Source: an optimization exercise on an open RTL-to-GDS flow (aim: small area). Production flows keep margins and buffers that such runs may drop. In this exercise RTL edits were held to simulation tests only and were not proved equivalent to the original. No activity file was given, so power comes from the tool's default toggle rates.

**design/flow/config.mk**
```make
export PLATFORM = sky130hd
export DESIGN_NAME = riscv_cpu
export DESIGN_NICKNAME = riscv_cpu
export VERILOG_FILES = /design/flow/design.v
export SDC_FILE = /design/flow/constraint.sdc
export NUM_CORES = 4
export LEC_CHECK = 0
export CAP_MARGIN = 20
export CORE_MARGIN = 2
export CORE_UTILIZATION = 58
export CTS_BUF_LIST = sky130_fd_sc_hd__clkbuf_16
export CTS_CLUSTER_DIAMETER = 80
export CTS_CLUSTER_SIZE = 24
export SETUP_SLACK_MARGIN = 0.3
export SLEW_MARGIN = 20
export SYNTH_HIERARCHICAL = 1
```
**design/flow/constraint.sdc**
```tcl
create_clock -name core_clock -period 12.5 [get_ports {clk}]
set_input_delay 2.5000 -clock core_clock [delete_from_list [all_inputs] [get_ports {clk}]]
set_output_delay 2.5000 -clock core_clock [all_outputs]
set_load 0.01 [all_outputs]
```
**design/flow/design.v**
```verilog
module cla #(parameter N = 32, parameter CIN = 1, parameter COUT = 1,
             parameter LO = CIN ? 1 : 2) (
    input  [N-1:0]  p, g,
    input           cin,
    output [N-1:LO] c,
    output          cout
);
localparam NB = (N + 3) / 4;
genvar k;
generate for (k = 0; k < NB; k = k + 1) begin : blk
    localparam M = (N - 4*k) < 4 ? (N - 4*k) : 4;
    localparam LAST = (k == NB - 1);
    localparam B = 4*k;
    if (k == 0 && !CIN) begin : f
        c_a21o  ug10 (p[1], g[0], g[1], c[2]);
        c_a21o  u3   (p[2], c[2], g[2], c[3]);
        wire g32, p32;
        c_a21o  ug32 (p[3], g[2], g[3], g32);
        c_and2  up32 (p[3], p[2], p32);
        c_a21o  ugb  (p32, c[2], g32, c[4]);
    end else begin : r
        wire g10, p10, g32, p32, gb, pb;
        if (M >= 2) c_a21o u1 (p[B], (k == 0) ? cin : c[B], g[B], c[B+1]);
        if (M >= 3) begin : m3
            c_a21o  ug10 (p[B+1], g[B], g[B+1], g10);
            c_and2  up10 (p[B+1], p[B], p10);
            c_a21o  u2   (p10, (k == 0) ? cin : c[B], g10, c[B+2]);
        end
        if (M >= 4) c_a21o u3 (p[B+2], c[B+2], g[B+2], c[B+3]);
        if (M == 4 && (!LAST || COUT)) begin : h2
            c_a21o  ug32 (p[B+3], g[B+2], g[B+3], g32);
            c_and2  up32 (p[B+3], p[B+2], p32);
            c_a21o  ugb  (p32, g10, g32, gb);
            c_and2  upb  (p32, p10, pb);
            if (LAST) begin : o
                c_a21o u (pb, (k == 0) ? cin : c[B], gb, cout);
            end else begin : n
                c_a21o u (pb, (k == 0) ? cin : c[B], gb, c[B+4]);
            end
        end
    end
end endgenerate
endmodule
module inc30 (
    input  [31:2] a,
    output [31:2] y
);
wire [31:4] c;
c_inv i2 (a[2], y[2]);
c_ha  h3 (a[3], a[2], y[3], c[4]);
genvar i;
generate for (i = 4; i < 31; i = i + 1) begin : h
    c_ha u (a[i], c[i], y[i], c[i+1]);
end endgenerate
c_xor2 x31 (a[31], c[31], y[31]);
endmodule
module c_inv    (input a, output y);                  assign y = ~a;                 endmodule
module c_nand2  (input a, b, output y);               assign y = ~(a & b);           endmodule
module c_nor2   (input a, b, output y);               assign y = ~(a | b);           endmodule
module c_nand3  (input a, b, c, output y);            assign y = ~(a & b & c);       endmodule
module c_nand4  (input a, b, c, d, output y);         assign y = ~(a & b & c & d);   endmodule
module c_and2   (input a, b, output y);               assign y = a & b;              endmodule
module c_or3    (input a, b, c, output y);            assign y = a | b | c;          endmodule
module c_xor2   (input a, b, output y);               assign y = a ^ b;              endmodule
module c_xnor2  (input a, b, output y);               assign y = ~(a ^ b);           endmodule
module c_a21o   (input a1, a2, b1, output y);         assign y = (a1 & a2) | b1;     endmodule
module c_o21ai  (input a1, a2, b1, output y);         assign y = ~((a1 | a2) & b1);  endmodule
module c_a22o   (input a1, a2, b1, b2, output y);     assign y = (a1 & a2) | (b1 & b2); endmodule
module c_o22ai  (input a1, a2, b1, b2, output y);     assign y = ~((a1 | a2) & (b1 | b2)); endmodule
module c_a222oi (input a1, a2, b1, b2, c1, c2, output y);
    assign y = ~((a1 & a2) | (b1 & b2) | (c1 & c2));
endmodule
module c_mux2i  (input a0, a1, s, output y);          assign y = ~(s ? a1 : a0);     endmodule
module c_ha     (input a, b, output s, c);            assign s = a ^ b; assign c = a & b; endmodule
module c_or2    (input a, b, output y);               assign y = a | b;              endmodule
module c_and3   (input a, b, c, output y);            assign y = a & b & c;          endmodule
module imm_pc (
    input  [31:7] instr,
    input         j, b, nb, i6, ni6,
    output [30:1] imm
);
genvar i;
generate
    for (i = 1; i < 5; i = i + 1) begin : lo
        c_a22o u (j, instr[20+i], b, instr[7+i], imm[i]);
    end
    for (i = 5; i < 11; i = i + 1) begin : mid
        c_and2 u (i6, instr[20+i], imm[i]);
    end
    for (i = 12; i < 20; i = i + 1) begin : jb
        c_a22o u (b, instr[31], nb, instr[i], imm[i]);
    end
    for (i = 20; i < 31; i = i + 1) begin : hi
        c_a22o u (i6, instr[31], ni6, instr[i], imm[i]);
    end
endgenerate
c_a22o u11 (j, instr[20], b, instr[7], imm[11]);
endmodule
module dec_rd (
    input  [4:0]  a,
    output [31:1] sel
);
wire [4:0] an;
wire [3:0] l;
wire [7:0] h;
genvar i;
generate
    for (i = 0; i < 5; i = i + 1) begin : n
        c_inv u (a[i], an[i]);
    end
    for (i = 0; i < 4; i = i + 1) begin : lo
        c_nor2 u (i[0] ? an[0] : a[0], i[1] ? an[1] : a[1], l[i]);
    end
    for (i = 0; i < 8; i = i + 1) begin : hi
        c_and3 u (i[0] ? a[2] : an[2], i[1] ? a[3] : an[3], i[2] ? a[4] : an[4], h[i]);
    end
    for (i = 1; i < 32; i = i + 1) begin : s
        c_and2 u (l[i % 4], h[i / 4], sel[i]);
    end
endgenerate
endmodule
module dec_rd_en (
    input  [4:0]  a,
    input         en,
    output [31:1] sel
);
wire [4:0] an;
wire [3:0] l;
wire [7:0] h;
genvar i;
generate
    for (i = 0; i < 5; i = i + 1) begin : n
        c_inv u (a[i], an[i]);
    end
    for (i = 0; i < 4; i = i + 1) begin : lo
        c_and3 u (en, i[0] ? a[0] : an[0], i[1] ? a[1] : an[1], l[i]);
    end
    for (i = 0; i < 8; i = i + 1) begin : hi
        c_and3 u (i[0] ? a[2] : an[2], i[1] ? a[3] : an[3], i[2] ? a[4] : an[4], h[i]);
    end
    for (i = 1; i < 32; i = i + 1) begin : s
        c_and2 u (l[i % 4], h[i / 4], sel[i]);
    end
endgenerate
endmodule
module dec_wr (
    input  [4:0]  a,
    input         en,
    output [31:1] we, nwe
);
wire [4:0] an;
wire [3:0] l, ln;
wire [7:0] h, hn;
genvar i;
generate
    for (i = 0; i < 5; i = i + 1) begin : n
        c_inv u (a[i], an[i]);
    end
    for (i = 0; i < 4; i = i + 1) begin : lo
        c_and3  u (en, i[0] ? a[0] : an[0], i[1] ? a[1] : an[1], l[i]);
        c_nand3 v (en, i[0] ? a[0] : an[0], i[1] ? a[1] : an[1], ln[i]);
    end
    for (i = 0; i < 8; i = i + 1) begin : hi
        c_and3  u (i[0] ? a[2] : an[2], i[1] ? a[3] : an[3], i[2] ? a[4] : an[4], h[i]);
        c_nand3 v (i[0] ? a[2] : an[2], i[1] ? a[3] : an[3], i[2] ? a[4] : an[4], hn[i]);
    end
    for (i = 1; i < 32; i = i + 1) begin : s
        c_and2 u (l[i % 4], h[i / 4], we[i]);
        c_or2  v (ln[i % 4], hn[i / 4], nwe[i]);
    end
endgenerate
endmodule
module rf_bit (
    input  [31:1] q,
    input  [31:1] s,
    output        d
);
wire [10:0] t;
genvar i;
generate for (i = 0; i < 10; i = i + 1) begin : a
    c_a222oi u (q[3*i+1], s[3*i+1], q[3*i+2], s[3*i+2], q[3*i+3], s[3*i+3], t[i]);
end endgenerate
c_nand2 n31 (q[31], s[31], t[10]);
wire u0, u1, u2;
c_nand4 n0 (t[0], t[1], t[2], t[3], u0);
c_nand4 n1 (t[4], t[5], t[6], t[7], u1);
c_nand3 n2 (t[8], t[9], t[10], u2);
c_or3   o0 (u0, u1, u2, d);
endmodule
module rf_read (
    input  [32*31-1:0] q,
    input  [31:1]      sel,
    output [31:0]      d
);
genvar b, k;
generate for (b = 0; b < 32; b = b + 1) begin : bb
    wire [31:1] col;
    for (k = 1; k < 32; k = k + 1) begin : c
        assign col[k] = q[(k-1)*32 + b];
    end
    rf_bit u (col, sel, d[b]);
end endgenerate
endmodule
module alu_srcb (
    input  [31:0] rs2,
    input  [31:7] instr,
    input         use_rs2, s_st, s_it, s_is, lui, sub,
    output [31:0] b,
    output [4:0]  amtn
);
wire [31:5] btn;
genvar i;
generate
    for (i = 0; i < 5; i = i + 1) begin : lo
        c_a222oi u (use_rs2, rs2[i], s_st, instr[7+i], s_it, instr[20+i], amtn[i]);
        c_xnor2  x (amtn[i], sub, b[i]);
    end
    for (i = 5; i < 11; i = i + 1) begin : mid
        c_a222oi u (use_rs2, rs2[i], s_it, instr[20+i], s_st, instr[20+i], btn[i]);
    end
    c_a222oi u11 (use_rs2, rs2[11], s_it, instr[31], s_st, instr[31], btn[11]);
    for (i = 12; i < 31; i = i + 1) begin : hi
        c_a222oi u (use_rs2, rs2[i], s_is, instr[31], lui, instr[i], btn[i]);
    end
    c_mux2i u31 (instr[31], rs2[31], use_rs2, btn[31]);
    for (i = 5; i < 32; i = i + 1) begin : x
        c_xnor2 u (btn[i], sub, b[i]);
    end
endgenerate
endmodule
module add32 (
    input  [31:0] a, b,
    input         cin,
    output [31:0] sum, p, g,
    output        c31, cout
);
wire [30:1] c;
genvar i;
generate for (i = 0; i < 32; i = i + 1) begin : h
    c_ha u (a[i], b[i], p[i], g[i]);
    c_xor2 x (p[i], (i == 0) ? cin : (i == 31) ? c31 : c[i], sum[i]);
end endgenerate
cla #(32, 1, 1) cy (p, g, cin, {c31, c}, cout);
endmodule
module shift_sel (
    input  [4:0] amtn,
    input        lt, rt, tsh,
    output [4:0] sl, sr, sn
);
wire [4:0] amt;
genvar k;
generate for (k = 0; k < 5; k = k + 1) begin : s
    c_inv  i (amtn[k], amt[k]);
    c_and2 l (amt[k], lt, sl[k]);
    c_and2 r (amt[k], rt, sr[k]);
    c_and2 n (amtn[k], tsh, sn[k]);
end endgenerate
endmodule
module shift_fill (
    input  a31, arith, left,
    output fill, filln
);
assign fill  = a31 & arith & ~left;
assign filln = ~fill;
endmodule
module shifter (
    input  [31:0] a,
    input  [4:0]  sl, sr, sn,
    input         fill, filln,
    output [31:0] yn
);
wire [31:0] d [1:4];
genvar k, i;
generate for (k = 0; k < 5; k = k + 1) begin : st
    localparam S = 1 << k;
    for (i = 0; i < 32; i = i + 1) begin : b
        if (k == 0) begin : s0
            c_a222oi u (sl[0], (i >= S) ? a[i-S] : fill, sr[0], (i + S <= 31) ? a[i+S] : fill,
                        sn[0], a[i], d[1][i]);
        end else if (k < 4) begin : sm
            c_a222oi u (sl[k], (i >= S) ? d[k][i-S] : ((k % 2 == 0) ? fill : filln), sr[k], (i + S <= 31) ? d[k][i+S] : ((k % 2 == 0) ? fill : filln),
                        sn[k], d[k][i], d[k+1][i]);
        end else begin : s4
            c_a222oi u (sl[4], (i >= S) ? d[4][i-S] : fill, sr[4], (i + S <= 31) ? d[4][i+S] : fill,
                        sn[4], d[4][i], yn[i]);
        end
    end
end endgenerate
endmodule
module controller (
    input  [6:2] op,
    input  [2:0] f3,
    input        f7b5,
    output       mem_write, reg_write, use_rs2, s_it, s_is, lui, nlui, sub, left, lt, rt, tsh,
    output       is_jalr,
    output       t_sum, t_p, t_g, t_slt, t_sltu, t_ld, t_auipc,
    output       j, b, nb, ni6
);
wire i2 = op[2], i3 = op[3], i4 = op[4], i5 = op[5], i6 = op[6];
assign ni6 = ~op[6];
assign is_jalr   = i6 & i2 & ~i3;
wire   is_store  = ~i6 & i5 & ~i4;
wire   is_alu    = i4 & ~i2;              
assign mem_write = is_store;
assign reg_write = ~(is_store | b);
assign use_rs2   = i5 & ~i2 & (i4 | i6);  
assign lui       = ~i6 & i2 & i5;
assign nlui      = ~lui;
assign s_it      = ~use_rs2 & ~is_store & ~lui;
assign s_is      = ~use_rs2 & ~lui;
assign sub       = b | (is_alu & ((f3 == 3'b000 & i5 & f7b5) | (f3[2:1] == 2'b01)));
assign left      = ~f3[2];
assign tsh       = is_alu & (f3[1:0] == 2'b01);
assign lt        = tsh & ~f3[2];
assign rt        = tsh & f3[2];
assign t_sum   = (is_alu & (f3 == 3'b000)) | lui;    
assign t_p     = is_alu & (f3 == 3'b100 | f3 == 3'b110);
assign t_g     = is_alu & (f3[2:1] == 2'b11);
assign t_slt   = is_alu & (f3 == 3'b010);
assign t_sltu  = is_alu & (f3 == 3'b011);
assign t_ld    = ~i6 & ~i5 & ~i4;
assign t_auipc = i2 & ~i5;
assign j  = i6 & i2;
assign b  = i6 & ~i2;
assign nb = ~b;
endmodule
module branch_cond (
    input  [2:0]  f3,
    input  [31:0] p,         
    input         a31, c31, cout,
    input         is_branch, is_jal, is_jalr, t_slt, t_sltu,
    output        s_t, s_4,
    output        sltn
);
wire eq  = &p;
wire lt  = p[31] ? ~c31 : a31;      
wire ltu = ~cout;
wire c   = f3[2] ? (f3[1] ? ltu : lt) : eq;
wire take = is_jal | (is_branch & (c ^ f3[0]));
assign s_t  = take;
assign s_4  = ~take & ~is_jalr;
assign sltn = ~((t_slt & lt) | (t_sltu & ltu));
endmodule
module tgt_add (
    input  [31:1] pc, imm,
    output [31:1] tgt
);
wire [30:1] p;
wire [30:0] g;
wire [30:2] c;
wire        nc;
c_ha u0 (pc[1], imm[1], tgt[1], g[0]);
genvar i;
generate for (i = 1; i < 31; i = i + 1) begin : h
    c_ha u (pc[i+1], imm[i+1], p[i], g[i]);
    c_xor2 x (p[i], (i == 1) ? g[0] : c[i], tgt[i+1]);
end endgenerate
cla #(31, 0, 0) cy ({p, tgt[1]}, g, 1'b0, c, nc);
endmodule
module pc_next (
    input  [31:0] sum, tgt, pc4,
    input         s_j, s_t, s_4,
    output [31:0] y
);
wire [31:0] yn;
genvar i;
generate for (i = 0; i < 32; i = i + 1) begin : b
    c_a222oi u (s_j, sum[i], s_t, tgt[i], s_4, pc4[i], yn[i]);
    c_inv    v (yn[i], y[i]);
end endgenerate
endmodule
module result_sel (
    input  [31:0]  sum, p, g, rdata, pc4, tgt, shn,
    input          sltn,
    input          t_sum, t_p, t_g, t_ld, t_pc4, t_auipc,
    output [31:0]  y
);
genvar i;
generate for (i = 0; i < 32; i = i + 1) begin : b
    wire aa, ab;
    c_a222oi ua (t_sum, sum[i], t_p, p[i], t_g, g[i], aa);
    c_a222oi ub (t_ld, rdata[i], t_pc4, pc4[i], t_auipc, tgt[i], ab);
    if (i == 0) begin : s
        c_nand4 o (aa, ab, sltn, shn[i], y[i]);
    end else begin : n
        c_nand3 o (aa, ab, shn[i], y[i]);
    end
end endgenerate
endmodule
module riscv_cpu (
    input         clk, reset,
    output reg [31:0] PC,
    input  [31:0] Instr,
    output        MemWrite,
    output [31:0] Mem_WrAddr, Mem_WrData,
    input  [31:0] ReadData,
    output [31:0] Result
);
wire reg_write, use_rs2, s_it, s_is, lui, nlui, sub, left, lt, rt, tsh, is_jalr;
wire t_sum, t_p, t_g, t_slt, t_sltu, t_ld, t_auipc;
wire j, b, nb, ni6;
controller ctl (Instr[6:2], Instr[14:12], Instr[30],
                MemWrite, reg_write, use_rs2, s_it, s_is, lui, nlui, sub, left, lt, rt, tsh, is_jalr,
                t_sum, t_p, t_g, t_slt, t_sltu, t_ld, t_auipc,
                j, b, nb, ni6);
wire [31:1] sel1, sel2, we, nwe;
dec_rd_en d1 (Instr[19:15], nlui, sel1);    
dec_rd d2 (Instr[24:20], sel2);
dec_wr dw (Instr[11:7], reg_write, we, nwe);
wire [32*31-1:0] rq;
genvar ri, bi;
generate for (ri = 1; ri < 32; ri = ri + 1) begin : x
    reg  [31:0] q;
    wire [31:0] dn;
    for (bi = 0; bi < 32; bi = bi + 1) begin : b
        c_a22o m (Result[bi], we[ri], q[bi], nwe[ri], dn[bi]);
    end
    always @(posedge clk) q <= dn;
    assign rq[(ri-1)*32 +: 32] = q;
end endgenerate
wire [31:0] rs1, rs2;
rf_read p1 (rq, sel1, rs1);
rf_read p2 (rq, sel2, rs2);
wire [31:0] bop, sum, p, g, shn;
wire [4:0]  amtn, sl, sr, sn;
wire        c31, cout, fill, filln;
alu_srcb   sb  (rs2, Instr[31:7], use_rs2, MemWrite, s_it, s_is, lui, sub, bop, amtn);
add32      add (rs1, bop, sub, sum, p, g, c31, cout);
shift_sel  ss  (amtn, lt, rt, tsh, sl, sr, sn);
shift_fill sf  (rs1[31], Instr[30], left, fill, filln);
shifter    sh  (rs1, sl, sr, sn, fill, filln, shn);
wire s_t, s_4, sltn;
branch_cond bc (Instr[14:12], p, rs1[31], c31, cout,
                b, Instr[3], is_jalr, t_slt, t_sltu, s_t, s_4, sltn);
wire [31:2] pc4;
wire [31:1] tgt;
wire [31:0] npc;
wire [30:1] immt;
inc30   pinc (PC[31:2], pc4);
imm_pc  ip (Instr[31:7], j, b, nb, Instr[6], ni6, immt);
tgt_add ta (PC[31:1], {Instr[31], immt}, tgt);
pc_next pn (sum, {tgt, PC[0]}, {pc4, PC[1:0]}, is_jalr, s_t, s_4, npc);
always @(posedge clk or posedge reset)
    if (reset) PC <= 32'b0;
    else       PC <= npc;
result_sel rs (sum, p, g, ReadData, {pc4, PC[1:0]}, {tgt, PC[0]}, shn, sltn,
               t_sum, t_p, t_g, t_ld, j, t_auipc, Result);
assign Mem_WrAddr = sum;
assign Mem_WrData = rs2;
endmodule
```
**design/flow/flow/run.sh**
```bash
#!/bin/bash
# Layout flow: the standard layout (standard.sh: ORFS synthesis to
# finish) with two changes:
#  - the port buffers are the platform's smallest buffer (buf_1) instead of
#    the delay cell buffer_ports picks by default; the resizer still
#    upsizes any of them that needs it;
#  - clock tree synthesis inserts no dummy loads (same buffer list and
#    clustering as config.mk's CTS settings).
set -euo pipefail
export BUFFER_PORTS_ARGS="-buffer_cell sky130_fd_sc_hd__buf_1"
export CTS_ARGS="-sink_clustering_enable -repair_clock_nets -sink_clustering_size 24 -sink_clustering_max_diameter 80 -buf_list sky130_fd_sc_hd__clkbuf_16 -dont_use_dummy_load"
bash standard.sh finish > standard.log 2>&1
```
**design/flow/standard.sh**
```bash
#!/bin/bash
# synth_recipe.tcl (not shown) runs the flow's synth.tcl, then flattens the netlist and writes it again
# the make line also repeats each setting of config.mk as NAME=value (left out here)
make -C /OpenROAD-flow-scripts/flow DESIGN_CONFIG=/design/flow/config.mk WORK_HOME=/design/flow/orfs CLKGATE_MAP_FILE= SYNTH_SCRIPT=/design/flow/synth_recipe.tcl "${@:-finish}"
```
==> results of run 1 <==
==> sequential cells by signal (all words and copies together), names as in the netlist <==
signal / count
x.q: 992
PC: 32
==> how the worst min path moves through the flow <==
| stage | startpoint | endpoint | slack, ns | cells past startpoint |
|---|---|---|---|---|
| 2_1_floorplan | x[10].q[0] | x[10].q[0] | 0.46 | 1 |
| 3_3_place_gp | x[28].q[15] | x[28].q[15] | 0.48 | 1 |
| 3_5_place_dp | x[28].q[25] | x[28].q[25] | 0.48 | 1 |
| 4_1_cts | x[31].q[16] | x[31].q[16] | 0.50 | 1 |
| 5_1_grt | x[23].q[26] | x[23].q[26] | 0.52 | 1 |
| 6_report | x[31].q[16] | x[31].q[16] | 0.50 | 1 |
==> stage by stage <==
stage / power [uW] / cell area [um^2]
after CTS: 11000 / 50700
after floorplan: 7610 / 45600
after global routing: 11600 / 50800
after global placement: 9110 / 49500
final: 11300 / 50800
after detailed placement: 9210 / 49500
==> worst max-delay path, delay by kind of cell <==
family,cells,cell delay (ns)
AO/OA/AOI/OAI,10,2.39
adder cells (fa/ha/maj),1,0.45
buffers and inverters,3,1.00
AND/OR/NAND/NOR,10,3.41
==> layout make-up <==
type | instances | area share [%]
Sequential cell | 1024 | 40.7
Tap cell | 1040 | 2.56
Clock buffer | 51 | 2.51
Multi-Input combinational cell | 2879 | 48.9
Timing Repair Buffer | 418 | 4.79
Antenna cell | 22 | 0.108
Inverter | 64 | 0.473
==> repair_timing <==
| action | 4_1_cts | 5_1_grt |
|---|---|---|
| gates resized for setup | 0 | 4 |
| buffers inserted | 0 | 2 |
| setup endpoints to repair | 0 | 2 |
==> metal layers <==
layer / GRT usage (%) / vias to the layer above / share of wire (%)
li1: - / 19400 / -
met3: 21.0 / 1257 / 18
met5: 0.357 / - / 0.063
met2: 71.3 / 5377 / 39
met4: 40.3 / 24 / 9.8
met1: 64.8 / 23500 / 33
==> power breakdown <==
group	total, uW	switching (uW)	internal, uW
combinational	3970	2480	1490
sequential	5550	1040	4510
clock	1800	1080	726
==> results.txt, run 1 <==
* Status: complete, no violations
* Worst Skew at between 0.1 and 0.15 ns
* Worst path slowest cell: or3_1
* Clk buf depth at 3
* Syn Area/Cell at 11.5 um^2
* Layout cell share with drive strength beyond 1 at 7.73%
* Vias/cell at 9.00
* Most common cell after layout, fill and taps aside: a22o_1
* Max transition margin at ~17%
* # fillers at 6,314
* Pwr per Cell Area at around 220 nW/um^2
* Root Driver: clkbuf_16
* Die area at between 80,000 and 90,000 um^2
* Fmax at 0.0815 GHz
* I/O pin total at 195
* Initial antenna violation count at 32
* Cts bufs inserted at a little over 50
* Seq. cell area at 20,700 um^2
* Slew @ Worst Pin at around 1.2 ns
* Worst-Skew Late Latency at roughly 0.70 ns
* Critical path, cell by cell: buf_1, nand3b_1, and3_1, and2_1, buf_4, a222oi_1, nand4_1, or3_1, ha_1, and2_1, and2_1, a21o_1, a21o_1, a21o_1, a21o_1, a21o_1, a21o_1, a21o_1, a21o_1, and2_1, nor2_1, a21oi_1, nand4_1, buf_1
* Drt pass-1 iters at 23
* CP required at roughly 10 ns
* CTS Hold Bufs at 0
* Final ANT Viol Nets at 0
* Hold Slack at 0.503 ns
* RSZ-0062 raised after global routing: no
* Placed Cells at 5,423
* MaxCap Viol Count at 0
* Tcrit/Tclk final at 98.2%
* Slowest cell delay on critical path at 0.64 ns
* Leak at 0.0212 uW
* # DRC at 0
* Place WS at between 0.5 and 0.6 ns
* Worst r2r src: PC[2]
* Vias at 49.5k
* Clock Sinks at roughly 1k
* Cell area after technology mapping at 45,600 um^2
* Worst Setup Slack, final at 0.229 ns
* Multi-input logic area at 24,800 um^2
* Vias in the first global route at 44.5k
* Worst reg-to-reg setup slack at 4.98 ns
* Core footprint at 77,600 um^2
* Largest fanout on the critical path at 18
* Largest net degree at the start of global routing at 42
* First-pass GRT wire length at 315 mm
* Cell count after synthesis at roughly 4.0k
* R2R Path End: x[29].q[30]
* DRT iter0 DRCs at 16.2k
* Final Non-Filler Cells at 5,498
* Fin. Hold Viols at 0
* Die Y-Extent at 284 um
* Setup Crit Path Kind: input port to output pin
* Chip width at between 200 and 300 um
* Most frequent cells in the layout: 1,016 x a22o_1, 992 x dfxtp_1, 927 x a222oi_1, 225 x buf_4, 189 x buf_1
* Port Buffers at 192
* Tot GR Track Use at 52.1%
* Clk slew on worst S/H paths at 0.07 ns
* Critical Path End Type: output pin
* Most used cell along the critical path: a21o_1
* Crit path to: Result[0]
* Worst VDD drop at 0.151 mV
* Worst setup SP type: input port
* Crit path time final at 12.27 ns
* Routed length per instance at between 40 and 50 um
* Dpl hpwl at 145 mm
* # rows at 102
* Final WL at 224 mm
* Setup_tns at 0 ns
* Congestion Overflow GR at 0
* Worst Path Arrival at between 9 and 10 ns
* GPL Wtd Cong at 1.07
* Slew Limit Fails at 0
* Utilization after layout at 65.5%
* FF-to-FF path depth at 32
* CTS HTree Levels at 2
* Syn Nets at 4,125
* Hold WC Path Type: flop to flop
* YS warnings at 10
* Area growth syn-to-layout at 11.5%
* Final Net Count at ~4.6k
* CTS tree: built
* Worst Setup SP: Instr[5]
* Initial Utilization at 58.7%
* Final setup fails at 0
==> inputs of run 2 (changes only) <==
--- a/design/flow/design.v
+++ b/design/flow/design.v
@@ -43,2 +43,45 @@
 endmodule
+module cla32 (
+    input  [31:0] p, g,
+    input         cin,
+    output [31:1] c,
+    output        cout
+);
+wire [7:0] gb, pb;       
+genvar k;
+generate for (k = 0; k < 8; k = k + 1) begin : blk
+    localparam B = 4*k;
+    wire g10, p10, g32, p32;
+    c_a21o  ug10 (p[B+1], g[B], g[B+1], g10);
+    c_and2  up10 (p[B+1], p[B], p10);
+    c_a21o  ug32 (p[B+3], g[B+2], g[B+3], g32);
+    c_and2  up32 (p[B+3], p[B+2], p32);
+    c_a21o  ugb  (p32, g10, g32, gb[k]);
+    c_and2  upb  (p32, p10, pb[k]);
+    c_a21o  u1 (p[B],   (k == 0) ? cin : c[B], g[B],   c[B+1]);
+    c_a21o  u2 (p10,    (k == 0) ? cin : c[B], g10,    c[B+2]);
+    c_a21o  u3 (p[B+2], c[B+2],                g[B+2], c[B+3]);
+end endgenerate
+wire g10s, p10s, g32s, p32s, g30s, p30s, g54s, p54s, g76s, p76s, g74s, p74s;
+c_a21o s10g (pb[1], gb[0], gb[1], g10s);
+c_and2 s10p (pb[1], pb[0], p10s);
+c_a21o s32g (pb[3], gb[2], gb[3], g32s);
+c_and2 s32p (pb[3], pb[2], p32s);
+c_a21o s30g (p32s, g10s, g32s, g30s);
+c_and2 s30p (p32s, p10s, p30s);
+c_a21o s54g (pb[5], gb[4], gb[5], g54s);
+c_and2 s54p (pb[5], pb[4], p54s);
+c_a21o s76g (pb[7], gb[6], gb[7], g76s);
+c_and2 s76p (pb[7], pb[6], p76s);
+c_a21o s74g (p76s, g54s, g76s, g74s);
+c_and2 s74p (p76s, p54s, p74s);
+c_a21o b1 (pb[0], cin,   gb[0], c[4]);
+c_a21o b2 (p10s,  cin,   g10s,  c[8]);
+c_a21o b3 (pb[2], c[8],  gb[2], c[12]);
+c_a21o b4 (p30s,  cin,   g30s,  c[16]);
+c_a21o b5 (pb[4], c[16], gb[4], c[20]);
+c_a21o b6 (p54s,  c[16], g54s,  c[24]);
+c_a21o b7 (pb[6], c[24], gb[6], c[28]);
+c_a21o b8 (p74s,  c[16], g74s,  cout);
+endmodule
 module inc30 (
@@ -242,3 +285,3 @@
 end endgenerate
-cla #(32, 1, 1) cy (p, g, cin, {c31, c}, cout);
+cla32 cy (p, g, cin, {c31, c}, cout);
 endmodule
==> run 2 against run 1 <==
Effect of this change:
- critical path type unchanged
- die area rose by 0.18%
- critical endpoint is now Result[25]
- fmax about the same
- largest cell class unchanged
- register-to-register slack worse by 0.11 ns
- first-iteration DRC count is 3.6% higher
- final area rose by 0.96%
- utilization rose by 0.52 points
- total power rose by 1.4%
- via count grew 1.9%
==> results.txt, run 2 <==
* First-pass GRT wire length at 324 mm
* Worst reg-to-reg setup slack at approximately 4.9 ns
* Core footprint at 77,700 um^2
* Seq. cell area at 20,700 um^2
* Layout cell share with drive strength beyond 1 at 8.11%
* Setup Crit Path Kind: input port to output pin
* MaxCap Viol Count at 0
* Hold WC Path Type: flop to flop
* Cell area after technology mapping at 45,600 um^2
* RSZ-0062 raised after global routing: no
* Clock share of power at 15.9%
* Chip width at 285 um
* Syn Nets at 4,137
* Clk slew on worst S/H paths at 0.09 ns
* Initial antenna violation count at 50
* Fmax at 0.0815 GHz
* Congestion Overflow GR at 0
* Cts bufs inserted at between 50 and 60
* Status: complete, no violations
* Area growth syn-to-layout at 12.4%
* # fillers at 6,249
* Drt pass-1 iters at 21
* # DRC at 0
* Slew Limit Fails at 0
* GPL Wtd Cong at 1.05
* Largest net degree at the start of global routing at 43
* Routed length per instance at around 42 um
* Final setup fails at 0
* CTS HTree Levels at 2
* Critical Path End Type: output pin
* Top reg by flops: x.q
* Gate power share at a little over a third
* Vias in the first global route at around 44k
* Final WL at between 200 and 250 mm
* Worst-Skew Late Latency at around 0.7 ns
* Clk buf depth at 3
* Die area at 81,000 um^2
* Clock Sinks at roughly 1.0k
* Tcrit/Tclk final at between 90 and 100%
* Top flop regs: x.q: 992 flops, PC: 32 flops
* Die Y-Extent at 285 um
* CP required at 10.00 ns
* Switching pwr at roughly 4700 uW
* Worst Skew at 0.127 ns
* Fin. Hold Viols at 0
* Most frequent cells in the layout: 1,016 x a22o_1, 992 x dfxtp_1, 927 x a222oi_1, 265 x buf_4, 190 x buf_1
* CTS tree: built
* Seq pwr share at 48.2%
* Initial Utilization at 58.7%
* Final Net Count at 4,649
* Max reg flops at 992
* Crit path time final at 12.27 ns
* Leak at 0.0216 uW
* DRT iter0 DRCs at 16.8k
* DP Area at 49,800 um^2
* I/O pin total at 195
* Setup_tns at 0 ns
* Dpl hpwl at 149 mm
* # rows at 102
* Placed Cells at 5,471
* Multi-input logic area at 25,000 um^2
* Worst VDD drop at 0.141 mV
* Utilization after layout at 66.0%
* Design area at ~51,000 um^2
* Pwr per Cell Area at 224 nW/um^2
* Internal at 6760 uW
* Worst setup SP type: input port
* Vias/cell at 9.05
* Syn Area/Cell at 11.5 um^2
* Slew @ Worst Pin at between 1 and 1.5 ns
* Vias at 50.4k
* Port Buffers at 192
* Max transition margin at a little over a tenth
* Worst Path Arrival at 9.77 ns
* Sw frac at 41.1%
* Tot GR Track Use at 54.3%
* CTS Hold Bufs at 0
* Cell count after synthesis at between 3k and 4k
* Final Non-Filler Cells at 5,569
* YS warnings at 10
* Largest fanout on the critical path at 17
* Most common cell after layout, fill and taps aside: a22o_1
* Root Driver: clkbuf_16
* Final ANT Viol Nets at 0
## run 2: cell count changes in the layout (fill, tap and decap cells not counted), moves of 6 or more
cell	previous run	this run
buf_4	225	265
or2_1	23	31
diode_2	22	39
and2_1	135	163
nand3_1	87	77
and2_2	24	2
a21o_1	105	111
or2_2	8	0
nand3_2	21	30
## run 2: through the flow
stage	total power, uW	worst slack (ns)	hold WS (ns)
2_1_floorplan	7620	1.61	0.464
3_3_place_gp	9200	0.677	0.477
3_5_place_dp	9300	0.764	0.478
4_1_cts	11100	0.731	0.502
5_1_grt	11700	0.315	0.517
6_report	11500	0.234	0.508
## run 2: final cells by class
| cell class | instances | share of cell area (%) |
|---|---|---|
| antenna | 39 | 0.190 |
| clock buffer | 52 | 2.54 |
| inverter | 64 | 0.468 |
| multi-input combinational | 2891 | 48.7 |
| sequential | 1024 | 40.3 |
| tap | 1040 | 2.54 |
| timing repair buffer | 459 | 5.35 |
## run 2: power groups by stage
stage	sequential, uW	combinational (uW)	clock (uW)
6_report	5530	4110	1830
5_1_grt	5640	4170	1920
4_1_cts	5450	3810	1800
3_5_place_dp	5500	3800	0
3_3_place_gp	5480	3720	0
2_1_floorplan	5290	2330	0
## run 2: repair_timing
action / 4_1_cts / 5_1_grt
endpoints found under the hold margin: 0 / 0
gates resized for setup: 0 / 2
setup endpoints to repair: 0 / 5
setup buffers: 0 / 7
## run 2: final timing paths
kind                             from           to  depth (start not counted)
max                          Instr[2]   Result[25]                         20
min                        x[31].q[0]   x[31].q[0]                          1
max reg2reg                     PC[3]  x[21].q[31]                         34
min reg2reg                x[31].q[0]   x[31].q[0]                          1
max in group asynchronous       reset       PC[11]                          3
min in group asynchronous       reset       PC[24]                          3
## run 2: critical path, cell delays in order
cell	delay [ns]
buf_1	0.43
nand3b_1	0.49
and3_1	0.50
and2_1	0.57
a222oi_1	0.57
nand4_1	0.60
or3_1	0.80
ha_1	0.46
and2_1	0.20
and2_1	0.18
and2_1	0.17
and2_1	0.15
a21o_1	0.27
a21o_1	0.22
buf_4	0.14
a21o_1	0.16
xor2_1	0.21
a222oi_1	0.41
nand3_2	0.42
buf_1	0.26
## run 2: per-layer routing
layer	part of all wire [%]	track usage [%]
met1	33	65.8
met2	38	72.7
met3	19	29.2
met4	9.0	37.0
met5	0.30	2.92

-- what the ideal ports hide --
No port has a modelled driver above. Below, the same layouts with a new extraction and two added sets of constraints.
Step 1 assumes that a clkbuf_16 drives the clock port and a buf_2 every other input.
Step 2 moves the port delays by t, midway between the first and last clock arrival at a register: inputs arrive t later, outputs are due t later. That takes back most of the time a late clock gives input paths.
Slacks: ideal ports / drivers / drivers and shift; pairs: ideal ports / drivers.
| run | shift t [ns] | setup slack, ns | slew at the worst register clock pin (ns) | cell pins on the clock port's net |
|---|---|---|---|---|
| run 1 | 0.708 | 0.229 / 0.206 / 0.206 | 0.10 / 0.10 | 1 |
| run 2 | 0.697 | 0.234 / 0.184 / 0.184 | 0.11 / 0.11 | 1 |
After both steps setup and hold are still met in every run listed. For run 2, which loses most, drivers alone change the setup slack by -0.050 ns; drivers and shift together by -0.050 ns.
